What follows belongs to an exercise in optimizing a design on an open flow for a short achievable clock period and few clock cycles; a production flow would make more cautious choices.
Function was checked by simulation only, so behaviour that the tests miss may differ from the original.
Power figures rest on the tool's default switching activity, not on a simulated workload.

==> inputs of trial 91 <==
==> flow/design.v <==
module regfile(
		input [31:0] wa_oh, input [31:0] wa_data,
		input [31:0] wb_oh, input [31:0] wb_data,
		input [31:0] r0_oh, output logic [31:0] r0_data,
		input [31:0] r1_oh, output logic [31:0] r1_data,
		output [31:0] ra_data,
		input clk, reset);
	parameter [31:0] sp_init = 0;
	parameter [31:0] ra_init = 0;
	logic [31:1][31:0] data;
	genvar i;
	generate
		for (i = 1; i < 32; i = i + 1) begin : g_reg
			if (i == 29 || i == 31) begin : g_rst
				always @(posedge clk or posedge reset)
					if (reset) data[i] <= (i == 29) ? sp_init : ra_init;
					else if (wa_oh[i]) data[i] <= wa_data;
					else if (wb_oh[i]) data[i] <= wb_data;
			end else begin : g_nrst
				always @(posedge clk)
					if (wa_oh[i]) data[i] <= wa_data;
					else if (wb_oh[i]) data[i] <= wb_data;
			end
		end
	endgenerate
	always_comb begin
		r0_data = 32'h0;
		r1_data = 32'h0;
		for (int k = 1; k < 32; k = k + 1) begin
			r0_data = r0_data | ({32{r0_oh[k]}} & data[k]);
			r1_data = r1_data | ({32{r1_oh[k]}} & data[k]);
		end
	end
	assign ra_data = data[31];
endmodule
module mips(
	input clk, reset,
	output [31:0] instr_addr,
	input [31:0] instr_in,
	output logic [31:0] data_addr,
	input [31:0] data_in,
	output logic [31:0] data_out,
	output data_rd_wr);
	parameter [31:0] pc_init = 32'h80020000;
	parameter [31:0] sp_init = 32'h80120000;
	parameter [31:0] ra_init = 0;
	function automatic [31:0] onehot(input [4:0] n);
		onehot = 32'h1 << n;
		onehot[0] = 1'b0;
	endfunction
	function automatic [31:0] ks_add(input [31:0] x, input [31:0] y);
		logic [31:0] g, p, gg, pp, gn, pn;
		g = x & y;
		p = x ^ y;
		gg = g;
		pp = p;
		for (int d = 1; d < 32; d = d * 2) begin
			gn = gg;
			pn = pp;
			for (int i = d; i < 32; i = i + 1) begin
				gn[i] = gg[i] | (pp[i] & gg[i - d]);
				pn[i] = pp[i] & pp[i - d];
			end
			gg = gn;
			pp = pn;
		end
		ks_add = p ^ {gg[30:0], 1'b0};
	endfunction
	logic [31:0] pc_fn, pc_o, pc_i;
	logic pf_t, i_v, ib_full;
	logic [31:0] ib_ir;
	logic btb_v;
	logic [31:0] btb_pc, btb_tgt;
	assign instr_addr = pc_o;
	wire [31:0] pc_f = ~pc_fn;
	wire hit_f = btb_v && (pc_f == btb_pc);
	wire [31:0] pred = hit_f ? btb_tgt : pc_f + 32'd4;
	logic r_v, pt_r;
	logic [31:0] ir_r, pc_r, nxt_r;
	wire [5:0] d_op = ir_r[31:26];
	wire [5:0] d_fn = ir_r[5:0];
	wire d_addiu = d_op == 6'h09;
	wire d_lw = d_op == 6'h23;
	wire d_sw = d_op == 6'h2B;
	wire d_addu = d_op == 6'h00 && d_fn == 6'h21;
	wire d_jr = d_op == 6'h00 && d_fn == 6'h08;
	wire [4:0] d_rs = ir_r[25:21];
	wire [4:0] d_rt = ir_r[20:16];
	wire d_use_rs = d_addiu | d_addu | d_lw | d_sw;
	wire d_use_rt = d_addu | d_sw;
	wire [31:0] d_rs_oh = d_use_rs ? onehot(d_rs) : 32'h0;
	wire [31:0] d_rt_oh = d_addu ? onehot(d_rt) : 32'h0;
	wire [31:0] d_st_oh = d_sw ? onehot(d_rt) : 32'h0;
	wire [31:0] d_ra_oh = onehot(d_rs);
	wire [31:0] d_rb_oh = onehot(d_rt);
	wire [31:0] d_imm = {{16{ir_r[15]}}, ir_r[15:0]};
	wire [31:0] d_wa_oh = d_addiu ? onehot(d_rt) : d_addu ? onehot(ir_r[15:11]) : 32'h0;
	wire [31:0] d_ld_oh = d_lw ? onehot(d_rt) : 32'h0;
	logic x_v, stall_q;
	logic [31:0] rs_oh_x, rt_oh_x, st_oh_x, wa_oh_x, ld_oh_x;
	logic [31:0] a_q, b_q, s_q, ra_q;
	logic fa_x, fb_x, fs_x, fra_x;
	logic lw_x, sw_x, jr_x, pt_x;
	logic [31:0] pc_x, nxt_x;
	logic [31:0] res_qn;
	wire [31:0] res_q = ~res_qn;
	logic [31:0] wa_q, wb_q, din_q;
	logic st_q;
	logic [31:0] ld_m_oh, ld_w_oh;
	assign data_rd_wr = ~st_q;
	logic [4:0] ld_n_x, ld_n_m;
	wire [31:0] a_rd, b_rd, ra_rd;
	wire stall, commit;
	wire [31:0] a_v = fa_x ? res_q : a_q;
	wire [31:0] b_v = fb_x ? res_q : b_q;
	wire [31:0] s_v = fs_x ? res_q : s_q;
	wire [31:0] ra_v = fra_x ? res_q : ra_q;
	wire [31:0] sum = ks_add(a_v, b_v);
	regfile #(.sp_init(sp_init), .ra_init(ra_init)) regs(
		.wa_oh(wa_q), .wa_data(res_q),
		.wb_oh(wb_q), .wb_data(din_q),
		.r0_oh(d_ra_oh), .r0_data(a_rd),
		.r1_oh(d_rb_oh), .r1_data(b_rd),
		.ra_data(ra_rd),
		.clk(clk), .reset(reset));
	wire [31:0] x_wr = wa_oh_x & {32{commit}};
	wire [31:0] a_nx = |(wa_q & d_ra_oh) ? res_q : |(ld_w_oh & d_ra_oh) ? data_in :
	                   |(wb_q & d_ra_oh) ? din_q : a_rd;
	wire [31:0] s_nx = |(wa_q & d_rb_oh) ? res_q : |(ld_w_oh & d_rb_oh) ? data_in :
	                   |(wb_q & d_rb_oh) ? din_q : b_rd;
	wire [31:0] b_nx = d_addu ? s_nx : d_imm;
	wire [31:0] ra_nx = wa_q[31] ? res_q : ld_w_oh[31] ? data_in : wb_q[31] ? din_q : ra_rd;
	wire [4:0] ldm_nx = x_v ? ld_n_x : 5'd0;
	wire [4:0] ldw_nx = |(ld_m_oh & ~(wa_oh_x & {32{x_v}})) ? ld_n_m : 5'd0;
	wire stall_adv = (ldm_nx != 0) & ((d_use_rs & d_rs == ldm_nx) | (d_use_rt & d_rt == ldm_nx) |
	                                  (d_jr & ldm_nx == 5'd31)) |
	                 (ldw_nx != 0) & ((d_use_rs & d_rs == ldw_nx) | (d_addu & d_rt == ldw_nx));
	wire stall_hold = |(ld_m_oh & (rs_oh_x | rt_oh_x));
	wire stall_nx = stall ? stall_hold : stall_adv;
	assign stall = x_v & stall_q;
	logic chk_p;
	logic [31:0] chk_d, chk_n;
	wire late_mis = chk_p & (chk_d != chk_n);
	assign commit = x_v & ~stall_q & ~late_mis;
	wire [31:0] st_val = |(ld_w_oh & st_oh_x) ? data_in : s_v;
	wire [31:0] r31_val = ld_w_oh[31] ? data_in : ra_v;
	wire jr_neq = ld_w_oh[31] ? data_in[9:2] != nxt_x[9:2] : ra_v != nxt_x;
	wire jr_mis = commit & jr_x & jr_neq;
	wire pt_bad = commit & pt_x & ~jr_x;
	wire redirect = late_mis | jr_mis | pt_bad;
	wire [31:0] target = late_mis ? chk_d : jr_x ? r31_val : pc_x + 32'd4;
	wire [31:0] pc_nx = redirect ? target : stall ? pc_f : pred;
	always @(posedge clk or posedge reset) begin
		if (reset) begin
			pc_fn <= ~pc_init;
			pc_o <= pc_init;
			pf_t <= 0;
			i_v <= 0;
			ib_full <= 0;
			r_v <= 0;
			x_v <= 0;
			stall_q <= 0;
			chk_p <= 0;
			btb_v <= 0;
			st_q <= 0;
			ld_m_oh <= 0;
			ld_w_oh <= 0;
			wa_q <= 0;
			wb_q <= 0;
		end else begin
			pc_fn <= ~pc_nx;
			pc_o <= pc_nx;
			stall_q <= stall_nx;
			chk_p <= commit & jr_x & ld_w_oh[31] & ~jr_neq;
			if (redirect) begin
				pf_t <= 0;
				i_v <= 0;
				ib_full <= 0;
				r_v <= 0;
				x_v <= 0;
			end else if (stall) begin
				if (!ib_full) ib_full <= i_v;
			end else begin
				pf_t <= hit_f;
				i_v <= 1;
				ib_full <= 0;
				r_v <= i_v;
				x_v <= r_v;
			end
			if (commit & jr_x) btb_v <= 1;
			st_q <= commit & sw_x;
			ld_m_oh <= commit ? ld_oh_x : 32'h0;
			ld_w_oh <= ld_m_oh & ~(wa_oh_x & {32{commit}});
			wa_q <= x_wr;
			wb_q <= ld_w_oh;
		end
	end
	always @(posedge clk) begin
		if (stall) begin
			if (!ib_full) ib_ir <= instr_in;
			a_q <= |(ld_w_oh & rs_oh_x) ? data_in : a_v;
			b_q <= |(ld_w_oh & rt_oh_x) ? data_in : b_v;
			s_q <= |(ld_w_oh & st_oh_x) ? data_in : s_v;
			fa_x <= 0;
			fb_x <= 0;
			fs_x <= 0;
			fra_x <= 0;
			ra_q <= ld_w_oh[31] ? data_in : ra_v;
		end else begin
			pc_i <= pc_f;
			ir_r <= ib_full ? ib_ir : instr_in;
			pc_r <= pc_i;
			nxt_r <= pc_f;
			pt_r <= pf_t;
			rs_oh_x <= d_rs_oh;
			rt_oh_x <= d_rt_oh;
			st_oh_x <= d_st_oh;
			wa_oh_x <= d_wa_oh;
			ld_oh_x <= d_ld_oh;
			ld_n_x <= d_lw ? d_rt : 5'd0;
			a_q <= a_nx;
			b_q <= b_nx;
			s_q <= s_nx;
			fa_x <= |(x_wr & d_ra_oh);
			fb_x <= d_addu & |(x_wr & d_rb_oh);
			fs_x <= |(x_wr & d_rb_oh);
			fra_x <= x_wr[31];
			ra_q <= ra_nx;
			lw_x <= d_lw;
			sw_x <= d_sw;
			jr_x <= d_jr;
			pt_x <= pt_r;
			pc_x <= pc_r;
			nxt_x <= nxt_r;
		end
		if (commit & jr_x) begin
			btb_pc <= pc_x;
			btb_tgt <= r31_val;
		end
		res_qn <= ~sum;
		chk_d <= data_in;
		din_q <= data_in;
		chk_n <= nxt_x;
		ld_n_m <= ld_n_x;
		data_addr <= sum;
		data_out <= st_val;
	end
endmodule
==> flow/flow/run.sh <==
#!/bin/bash
set -euo pipefail
bash standard.sh SETUP_SLACK_MARGIN=6.6 TNS_END_PERCENT=20 MATCH_CELL_FOOTPRINT=0 \
  "BUFFER_PORTS_ARGS=-buffer_cell sky130_fd_sc_hd__buf_4" finish > standard_flow.log 2>&1
==> flow/standard.sh <==
#!/bin/bash
# synth_recipe.tcl (not shown) runs the flow's synth.tcl, then flattens the netlist and writes it again
# the make line also repeats each setting of config.mk as NAME=value (left out here)
make -C /OpenROAD-flow-scripts/flow DESIGN_CONFIG=/design/flow/config.mk WORK_HOME=/design/flow/orfs CLKGATE_MAP_FILE= SYNTH_SCRIPT=/design/flow/synth_recipe.tcl "${@:-finish}"
==> flow/config.mk <==
export PLATFORM = sky130hd
export DESIGN_NAME = mips
export DESIGN_NICKNAME = mips
export VERILOG_FILES = /design/flow/design.v
export SDC_FILE = /design/flow/constraint.sdc
export NUM_CORES = 4
export LEC_CHECK = 0
export ABC_CLOCK_PERIOD_IN_PS = 1200
export CAP_MARGIN = 20
export CELL_PAD_IN_SITES_DETAIL_PLACEMENT = 1
export CELL_PAD_IN_SITES_GLOBAL_PLACEMENT = 1
export CORE_MARGIN = 2
export CORE_UTILIZATION = 30
export PLACE_DENSITY = 0.5
export SLEW_MARGIN = 20
==> flow/constraint.sdc <==
create_clock -name core_clock -period 10.0 [get_ports {clk}]
set_input_delay 2.0000 -clock core_clock [delete_from_list [all_inputs] [get_ports {clk}]]
set_output_delay 2.0000 -clock core_clock [all_outputs]
set_load 0.01 [all_outputs]
==> build 83 (differences from trial 91) <==
--- a/flow/design.v
+++ b/flow/design.v
@@ -78,4 +78,6 @@
 	logic r_v, pt_r;
 	logic [31:0] ir_r, pc_r, nxt_r;
+	logic [31:0] ra_oh_r, rb_oh_r;
+	wire [31:0] iw = ib_full ? ib_ir : instr_in;
 	wire [5:0] d_op = ir_r[31:26];
 	wire [5:0] d_fn = ir_r[5:0];
@@ -92,6 +94,6 @@
 	wire [31:0] d_rt_oh = d_addu ? onehot(d_rt) : 32'h0;
 	wire [31:0] d_st_oh = d_sw ? onehot(d_rt) : 32'h0;
-	wire [31:0] d_ra_oh = onehot(d_rs);
-	wire [31:0] d_rb_oh = onehot(d_rt);
+	wire [31:0] d_ra_oh = ra_oh_r;
+	wire [31:0] d_rb_oh = rb_oh_r;
 	wire [31:0] d_imm = {{16{ir_r[15]}}, ir_r[15:0]};
 	wire [31:0] d_wa_oh = d_addiu ? onehot(d_rt) : d_addu ? onehot(ir_r[15:11]) : 32'h0;
@@ -209,5 +211,7 @@
 		end else begin
 			pc_i <= pc_f;
-			ir_r <= ib_full ? ib_ir : instr_in;
+			ir_r <= iw;
+			ra_oh_r <= onehot(iw[25:21]);
+			rb_oh_r <= onehot(iw[20:16]);
 			pc_r <= pc_i;
 			nxt_r <= pc_f;
--- a/flow/config.mk
+++ b/flow/config.mk
@@ -11,5 +11,5 @@
 export CELL_PAD_IN_SITES_GLOBAL_PLACEMENT = 1
 export CORE_MARGIN = 2
-export CORE_UTILIZATION = 30
-export PLACE_DENSITY = 0.5
+export CORE_UTILIZATION = 40
+export PLACE_DENSITY = 0.6
 export SLEW_MARGIN = 20
==> trial 67 (differences from trial 91) <==
--- a/flow/design.v
+++ b/flow/design.v
@@ -78,4 +78,6 @@
 	logic r_v, pt_r;
 	logic [31:0] ir_r, pc_r, nxt_r;
+	logic [31:0] ra_oh_r, rb_oh_r;
+	wire [31:0] iw = ib_full ? ib_ir : instr_in;
 	wire [5:0] d_op = ir_r[31:26];
 	wire [5:0] d_fn = ir_r[5:0];
@@ -92,6 +94,6 @@
 	wire [31:0] d_rt_oh = d_addu ? onehot(d_rt) : 32'h0;
 	wire [31:0] d_st_oh = d_sw ? onehot(d_rt) : 32'h0;
-	wire [31:0] d_ra_oh = onehot(d_rs);
-	wire [31:0] d_rb_oh = onehot(d_rt);
+	wire [31:0] d_ra_oh = ra_oh_r;
+	wire [31:0] d_rb_oh = rb_oh_r;
 	wire [31:0] d_imm = {{16{ir_r[15]}}, ir_r[15:0]};
 	wire [31:0] d_wa_oh = d_addiu ? onehot(d_rt) : d_addu ? onehot(ir_r[15:11]) : 32'h0;
@@ -209,5 +211,7 @@
 		end else begin
 			pc_i <= pc_f;
-			ir_r <= ib_full ? ib_ir : instr_in;
+			ir_r <= iw;
+			ra_oh_r <= onehot(iw[25:21]);
+			rb_oh_r <= onehot(iw[20:16]);
 			pc_r <= pc_i;
 			nxt_r <= pc_f;
==> flow/flow/run.sh (replaced) <==
#!/bin/bash
set -euo pipefail
bash standard.sh SETUP_SLACK_MARGIN=6.8 TNS_END_PERCENT=30 MATCH_CELL_FOOTPRINT=0 \
  "BUFFER_PORTS_ARGS=-buffer_cell sky130_fd_sc_hd__buf_4" finish > standard_flow.log 2>&1
==> build 69 (differences from trial 91) <==
--- a/flow/design.v
+++ b/flow/design.v
@@ -78,4 +78,6 @@
 	logic r_v, pt_r;
 	logic [31:0] ir_r, pc_r, nxt_r;
+	logic [31:0] ra_oh_r, rb_oh_r;
+	wire [31:0] iw = ib_full ? ib_ir : instr_in;
 	wire [5:0] d_op = ir_r[31:26];
 	wire [5:0] d_fn = ir_r[5:0];
@@ -92,6 +94,6 @@
 	wire [31:0] d_rt_oh = d_addu ? onehot(d_rt) : 32'h0;
 	wire [31:0] d_st_oh = d_sw ? onehot(d_rt) : 32'h0;
-	wire [31:0] d_ra_oh = onehot(d_rs);
-	wire [31:0] d_rb_oh = onehot(d_rt);
+	wire [31:0] d_ra_oh = ra_oh_r;
+	wire [31:0] d_rb_oh = rb_oh_r;
 	wire [31:0] d_imm = {{16{ir_r[15]}}, ir_r[15:0]};
 	wire [31:0] d_wa_oh = d_addiu ? onehot(d_rt) : d_addu ? onehot(ir_r[15:11]) : 32'h0;
@@ -209,5 +211,7 @@
 		end else begin
 			pc_i <= pc_f;
-			ir_r <= ib_full ? ib_ir : instr_in;
+			ir_r <= iw;
+			ra_oh_r <= onehot(iw[25:21]);
+			rb_oh_r <= onehot(iw[20:16]);
 			pc_r <= pc_i;
 			nxt_r <= pc_f;
==> qor summary <==
quantity                                                             build 83                 trial 67                 trial 91                 build 69
Result of the run                                     complete, no violations  complete, no violations  complete, no violations  complete, no violations
Asr flop ratio synth                                                   13.48%                   13.48%                   13.93%                   13.48%
Area after detailed placement                                    0.09934 mm^2              0.1010 mm^2              0.1003 mm^2              0.1011 mm^2
Buf+Inv Stages, Crit Path                                                   2                        1                        5                        2
Total nets after synthesis                                               8088                     8088                     8280                     8088
Reg-to-reg critical path startpoint                               ra_oh_r[30]                     fa_x                 ir_r[17]              ra_oh_r[13]
Starting DRT DRC Count                                                 17.11k                   15.86k                   15.72k                   16.79k
Pin count of the biggest net entering global routing                      161                      140                      140                      169
Well tap count                                                           3150                     4160                     4140                     4160
First drt pass iteration count                                             13                       10                       10                        8
Detailed-route wire length on metal 1                                196.1 mm                 229.0 mm                 238.2 mm                 227.1 mm
Worst path required time                                             10.73 ns                  8.00 ns                 10.87 ns                 10.79 ns
WS Path Type                                                          reg2reg                  reg2out                  reg2reg                  reg2reg
Clock network power                                                   8.66 mW                  8.62 mW                  8.44 mW                  8.69 mW
Worst reg2reg path depth                                                   11                       13                       14                       11
Power density over cell area                                    210.7 mW/mm^2            207.2 mW/mm^2            194.5 mW/mm^2            209.5 mW/mm^2
Testbench counts of trial 91, summed over its fixed seeds: cycles 11,908.
Testbench counts of build 83, summed over its fixed seeds: cycles 11,908.
Testbench counts of trial 67, summed over its fixed seeds: cycles 11,908.
Testbench counts of build 69, summed over its fixed seeds: cycles 11,908.

[separate check: timing with driven ports]
How much do the figures lean on ideal ports? The routed layouts below were timed once more, with nothing changed but the port constraints. Step 1: set_driving_cell puts a clkbuf_16 on clk and a buf_2 on each other input, an assumption about the parent block. Step 2 times the ports against the registers' clock, not the clock port: input delays grow and output delays shrink by t, the midpoint of the rising clock arrivals with the driver on. Three values: ideal ports, drivers, drivers and shift; two values: the first two.
run | t, ns | slack for setup (ns) | worst data-port slew with drivers (ns) | pins driven straight from the clock port
trial 91 | 1.058 | 6.157 / 6.157 / 5.626 | 0.13 | 1
build 83 | 0.970 | 6.293 / 6.293 / 5.557 | 0.22 | 1
trial 67 | 1.032 | 6.372 / 6.264 / 5.515 | 0.26 | 1
build 69 | 1.034 | 6.305 / 6.266 / 5.501 | 0.21 | 1
After both steps setup and hold are still met in every run listed. For trial 67, which loses most, drivers alone change the setup slack by -0.108 ns; drivers and shift together by -0.857 ns.
